Background: an optimization exercise with open tools, aiming at small area and a short achievable clock period. Do not read the settings as production practice.
Where RTL was checked, it was by simulation tests only, not by an equivalence proof against the original.

==> run a: inputs <==
==> flow/design.v (excerpt) <==
module sorting_network_top (
  input          clk_i,
  input          rst_i,
  input  [99:0]  data_i,
  input          data_valid_i,
  output [99:0]  data_o,
  output         data_valid_o
);
==> module sorting_network, before the edit <==
module sorting_network #(
  parameter int NUMBER_WIDTH   = 10,
  parameter int NUMBERS_AMOUNT = 10
)(
  input                                                 clk_i,
  input                                                 rst_i,
  input  [NUMBERS_AMOUNT - 1 : 0][NUMBER_WIDTH - 1 : 0] data_i,
  input                                                 data_valid_i,
  output [NUMBERS_AMOUNT - 1 : 0][NUMBER_WIDTH - 1 : 0] data_o,
  output                                                data_valid_o
);
localparam int LAYERS_AMOUNT = NUMBERS_AMOUNT + 1;
function logic [2 * NUMBER_WIDTH - 1 : 0] comp_and_swap
(
  input logic [2 * NUMBER_WIDTH - 1 : 0] unsorted_data
);
  logic [2 * NUMBER_WIDTH - 1 : 0] sorted_data;
  if( unsorted_data[NUMBER_WIDTH - 1 : 0] > unsorted_data[2 * NUMBER_WIDTH - 1 : NUMBER_WIDTH] )
    begin
      sorted_data[NUMBER_WIDTH - 1 : 0]                = unsorted_data[2 * NUMBER_WIDTH - 1 : NUMBER_WIDTH];
      sorted_data[2 * NUMBER_WIDTH - 1 : NUMBER_WIDTH] = unsorted_data[NUMBER_WIDTH - 1 : 0];
    end
  else
    begin
      sorted_data[NUMBER_WIDTH - 1 : 0]                = unsorted_data[NUMBER_WIDTH - 1 : 0];
      sorted_data[2 * NUMBER_WIDTH - 1 : NUMBER_WIDTH] = unsorted_data[2 * NUMBER_WIDTH - 1 : NUMBER_WIDTH];
    end
  comp_and_swap = sorted_data;
endfunction
logic [LAYERS_AMOUNT - 1 : 0][NUMBERS_AMOUNT - 1 : 0][NUMBER_WIDTH - 1 : 0] network;
logic [LAYERS_AMOUNT - 1 : 0][NUMBERS_AMOUNT - 1 : 0][NUMBER_WIDTH - 1 : 0] network_comb;
logic [LAYERS_AMOUNT - 1 : 0]                                               data_valid_d;
always_comb
  begin
    network_comb[0] = data_i;
    network_comb[LAYERS_AMOUNT - 1 : 1] = network[LAYERS_AMOUNT - 1 : 1];
    for( int layer = 1; layer < LAYERS_AMOUNT; layer++ )
      if( layer % 2 )
        if( NUMBERS_AMOUNT % 2 )
          begin
            for( int pair = 0; pair < NUMBERS_AMOUNT - 1; pair += 2 )
              network_comb[layer][pair + 1 -: 2] = comp_and_swap( network[layer - 1][pair + 1 -: 2] );
            network_comb[layer][NUMBERS_AMOUNT - 1] = network[layer - 1][NUMBERS_AMOUNT - 1];
          end
        else
          for( int pair = 0; pair < NUMBERS_AMOUNT; pair += 2 )
            network_comb[layer][pair + 1 -: 2] = comp_and_swap( network[layer - 1][pair + 1 -: 2] );
      else
        if( NUMBERS_AMOUNT % 2 )
          begin
            network_comb[layer][0] = network[layer - 1][0];
            for( int pair = 1; pair < NUMBERS_AMOUNT; pair += 2 ) 
              network_comb[layer][pair + 1 -: 2] = comp_and_swap( network[layer - 1][pair + 1 -: 2] );
          end
        else
          begin
            network_comb[layer][0]                  = network[layer - 1][0];
            for( int pair = 1; pair < NUMBERS_AMOUNT - 1; pair += 2 ) 
              network_comb[layer][pair + 1 -: 2] = comp_and_swap( network[layer - 1][pair + 1 -: 2] );
            network_comb[layer][NUMBERS_AMOUNT - 1] = network[layer - 1][NUMBERS_AMOUNT - 1];
          end
  end
always_ff @( posedge clk_i, posedge rst_i )
  if( rst_i )
    network <= '0;
  else
    network <= network_comb;
always_ff @( posedge clk_i, posedge rst_i )
  if( rst_i )
    data_valid_d <= '0;
  else
    begin
      data_valid_d[0] <= data_valid_i;
      for( int i = 1; i < LAYERS_AMOUNT; i++ )
        data_valid_d[i] <= data_valid_d[i - 1];
    end
assign data_o       = network[LAYERS_AMOUNT - 1];
assign data_valid_o = data_valid_d[LAYERS_AMOUNT - 1];
endmodule
Settings: LEC_CHECK=0, CAP_MARGIN=20, CORE_MARGIN=2, CORE_UTILIZATION=40, SLEW_MARGIN=20; clock period 5.0 ns.
run.sh (not shown) runs the stock make flow with config.mk's settings and CLKGATE_MAP_FILE= SYNTH_SCRIPT=/design/flow/synth_recipe.tcl, a recipe that flattens the netlist after the stock synthesis.
==> run b: changes against run a <==
==> flow/design.v (replaced) <==
module sorting_network_top (
  input          clk_i,
  input          rst_i,
  input  [99:0]  data_i,
  input          data_valid_i,
  output [99:0]  data_o,
  output         data_valid_o
);
  sorting_network #(
    .NUMBER_WIDTH   ( 10 ),
    .NUMBERS_AMOUNT ( 10 )
  ) u_sorting_network (
    .clk_i        ( clk_i        ),
    .rst_i        ( rst_i        ),
    .data_i       ( data_i       ),
    .data_valid_i ( data_valid_i ),
    .data_o       ( data_o       ),
    .data_valid_o ( data_valid_o )
  );
endmodule

module sorting_network #(
  parameter int NUMBER_WIDTH   = 10,
  parameter int NUMBERS_AMOUNT = 10
)(
  input                                                 clk_i,
  input                                                 rst_i,
  input  [NUMBERS_AMOUNT - 1 : 0][NUMBER_WIDTH - 1 : 0] data_i,
  input                                                 data_valid_i,
  output [NUMBERS_AMOUNT - 1 : 0][NUMBER_WIDTH - 1 : 0] data_o,
  output                                                data_valid_o
);
localparam int N = NUMBERS_AMOUNT;
localparam int W = NUMBER_WIDTH;
function automatic logic gt_f( input logic [W - 1 : 0] a, input logic [W - 1 : 0] b );
  logic c;
  c = 1'b0;
  for( int i = 0; i < W; i++ )
    c = ( a[i] & ~b[i] ) | ( a[i] & c ) | ( ~b[i] & c );
  gt_f = c;
endfunction
function automatic logic [3 : 0] csa9_f( input logic [8 : 0] b );
  logic [2 : 0] s, c;
  logic         w1, w2a, w2b, w4;
  for( int g = 0; g < 3; g++ )
    begin
      s[g] = b[3 * g] ^ b[3 * g + 1] ^ b[3 * g + 2];
      c[g] = ( b[3 * g] & b[3 * g + 1] ) | ( b[3 * g] & b[3 * g + 2] ) | ( b[3 * g + 1] & b[3 * g + 2] );
    end
  w1  = s[0] ^ s[1] ^ s[2];
  w2a = ( s[0] & s[1] ) | ( s[0] & s[2] ) | ( s[1] & s[2] );
  w2b = c[0] ^ c[1] ^ c[2];
  w4  = ( c[0] & c[1] ) | ( c[0] & c[2] ) | ( c[1] & c[2] );
  csa9_f = { w4, w2b, w2a, w1 };
endfunction
function automatic logic [9 : 0] dec_f( input logic [3 : 0] r );
  logic [4 : 0] m;
  m[0] = ~r[3] & ~r[2] & ~r[1];
  m[1] = ~r[3] & ( r[2] ^ r[1] );
  m[2] = ( ~r[3] & r[2] & r[1] ) | ( r[3] & ~r[2] & ~r[1] );
  m[3] = r[3] & ( r[2] ^ r[1] );
  m[4] = r[3] & r[2] & r[1];
  for( int k = 0; k < 10; k++ )
    dec_f[k] = m[k / 2] & ( r[0] == k[0] );
endfunction
logic [N - 1 : 0][N - 1 : 0]  gt;
logic [N - 1 : 0][8 : 0]      votes;
logic [N - 1 : 0][3 : 0]      rank;
logic [N - 1 : 0][9 : 0]      sel;
logic [N - 1 : 0][W - 1 : 0]  sorted;
logic [N - 1 : 0][W - 1 : 0]  data_q1;
logic [N - 1 : 0][W - 1 : 0]  sorted_q;
logic [N - 1 : 0][3 : 0]      rank_q;
logic [1 : 0]                 valid_d;
always_comb
  begin
    gt = '0;
    for( int i = 0; i < N; i++ )
      for( int j = i + 1; j < N; j++ )
        gt[i][j] = gt_f( data_i[i], data_i[j] );
  end
always_comb
  for( int i = 0; i < N; i++ )
    begin
      for( int j = 0; j < N - 1; j++ )
        votes[i][j] = ( j < i ) ? !gt[j][i] : gt[i][j + 1];
      rank[i] = csa9_f( votes[i] );
    end
always_comb
  for( int k = 0; k < N; k++ )
    begin
      sorted[k] = '0;
      for( int i = 0; i < N; i++ )
        begin
          sel[i]    = dec_f( rank_q[i] );
          sorted[k] = sorted[k] | ( data_q1[i] & {W{sel[i][k]}} );
        end
    end
always_ff @( posedge clk_i )
  begin
    data_q1  <= data_i;
    rank_q   <= rank;
    sorted_q <= sorted;
  end
always_ff @( posedge clk_i, posedge rst_i )
  if( rst_i )
    valid_d <= '0;
  else
    valid_d <= { valid_d[0], data_valid_i };
assign data_o       = sorted_q;
assign data_valid_o = valid_d[1];
endmodule
==> run c: changes against run a <==
==> flow/design.v (replaced) <==
module sorting_network_top (
  input          clk_i,
  input          rst_i,
  input  [99:0]  data_i,
  input          data_valid_i,
  output [99:0]  data_o,
  output         data_valid_o
);
  sorting_network #(
    .NUMBER_WIDTH   ( 10 ),
    .NUMBERS_AMOUNT ( 10 )
  ) u_sorting_network (
    .clk_i        ( clk_i        ),
    .rst_i        ( rst_i        ),
    .data_i       ( data_i       ),
    .data_valid_i ( data_valid_i ),
    .data_o       ( data_o       ),
    .data_valid_o ( data_valid_o )
  );
endmodule

module sorting_network #(
  parameter int NUMBER_WIDTH   = 10,
  parameter int NUMBERS_AMOUNT = 10
)(
  input                                                 clk_i,
  input                                                 rst_i,
  input  [NUMBERS_AMOUNT - 1 : 0][NUMBER_WIDTH - 1 : 0] data_i,
  input                                                 data_valid_i,
  output [NUMBERS_AMOUNT - 1 : 0][NUMBER_WIDTH - 1 : 0] data_o,
  output                                                data_valid_o
);
localparam int N  = NUMBERS_AMOUNT;
localparam int W  = NUMBER_WIDTH;
localparam int RW = $clog2( N + 1 );
logic [N - 1 : 0][N - 1 : 0]         gt_comb;
logic [N - 1 : 0][N - 1 : 0]         gt_q;
logic [N - 1 : 0][W - 1 : 0]         data_q;
logic [N - 1 : 0][RW - 1 : 0]        rank;
logic [N - 1 : 0][W - 1 : 0]         sorted_comb;
logic [N - 1 : 0][W - 1 : 0]         sorted_q;
logic [1 : 0]                        valid_d;
always_comb
  begin
    gt_comb = '0;
    for( int i = 0; i < N; i++ )
      for( int j = i + 1; j < N; j++ )
        gt_comb[i][j] = data_i[i] > data_i[j];
  end
always_ff @( posedge clk_i )
  begin
    data_q <= data_i;
    for( int i = 0; i < N; i++ )
      for( int j = i + 1; j < N; j++ )
        gt_q[i][j] <= gt_comb[i][j];
  end
always_comb
  begin
    for( int i = 0; i < N; i++ )
      begin
        rank[i] = '0;
        for( int j = 0; j < N; j++ )
          if( j < i )
            rank[i] = rank[i] + RW'( !gt_q[j][i] );
          else if( j > i )
            rank[i] = rank[i] + RW'( gt_q[i][j] );
      end
    for( int k = 0; k < N; k++ )
      begin
        sorted_comb[k] = '0;
        for( int i = 0; i < N; i++ )
          sorted_comb[k] = sorted_comb[k] | ( data_q[i] & {W{rank[i] == RW'( k )}} );
      end
  end
always_ff @( posedge clk_i )
  sorted_q <= sorted_comb;
always_ff @( posedge clk_i, posedge rst_i )
  if( rst_i )
    valid_d <= '0;
  else
    valid_d <= { valid_d[0], data_valid_i };
assign data_o       = sorted_q;
assign data_valid_o = valid_d[1];
endmodule
==> metrics.cfg <==
[outcome]
status = timing/DRC/antenna clean

[timing]
timing.final.ws_setup_ps = 288.4

[cts]
clkLatencyLatePin_ps = 620

[synth]
async_flop_share_pct = 0.8097

[setup_path]
cp_slowest_stage_delay_ps = 530
crit_fanout = 10

[layout]
stdcell_area_mm2 = 0.02845

That was run c.
==> metrics.cfg <==
[setup_path]
crit_fanout = 8

[timing]
timing.final.ws_setup_ps = 375.2

[route]
drtIter0Drc = 4266

[outcome]
status = timing/DRC/antenna clean

[cts]
clkLatencyLatePin_ps = 570

[layout]
stdcell_area_mm2 = 0.02221

That was run b.
==> metrics.cfg <==
[outcome]
status = timing/DRC/antenna clean

[global_routing]
use_met1_pct = 26.08

[layout]
stdcell_area_mm2 = 0.07722

[timing]
holdWs_ps = 329.6

[synth]
async_flop_share_pct = 100.0

[cts]
clkLatencyLatePin_ps = 760

[setup_path]
crit_fanout = 1

That was run a.
For run b and run c, only the layout was checked, not whether the RTL still works.

## port drivers added, routing unchanged
How much do the figures lean on ideal ports? The routed layouts below were timed once more, with nothing changed but the port constraints.
Step 1 (the two cells are an assumption about what drives the block):
set clk [get_ports {clk_i}]
set_driving_cell -lib_cell sky130_fd_sc_hd__clkbuf_16 $clk
set_driving_cell -lib_cell sky130_fd_sc_hd__buf_2 [delete_from_list [all_inputs] $clk]
Step 2, shift: input delay + t, output delay - t, t = (earliest + latest rising clock arrival at the registers) / 2. This alone moves slack from input paths to output paths.
Slacks: no drivers / after step 1 / after step 2; pairs: no drivers / after step 1.
run | t (ns) | slack for setup (ns) | worst register clock-pin slew, ns
run a | 0.820 | 2.329 / 2.251 / 2.395 | 0.07 / 0.07
run b | 0.626 | 0.375 / 0.397 / -0.229 | 0.07 / 0.07
run c | 0.671 | 0.288 / 0.288 / 0.288 | 0.07 / 0.07
Met with ideal ports but missed after step 2: setup timing in run b. The setup slack of run b, which loses most, moves by +0.022 ns with the drivers and by -0.604 ns with both steps. The worst setup slack also covers recovery checks on asynchronous resets.
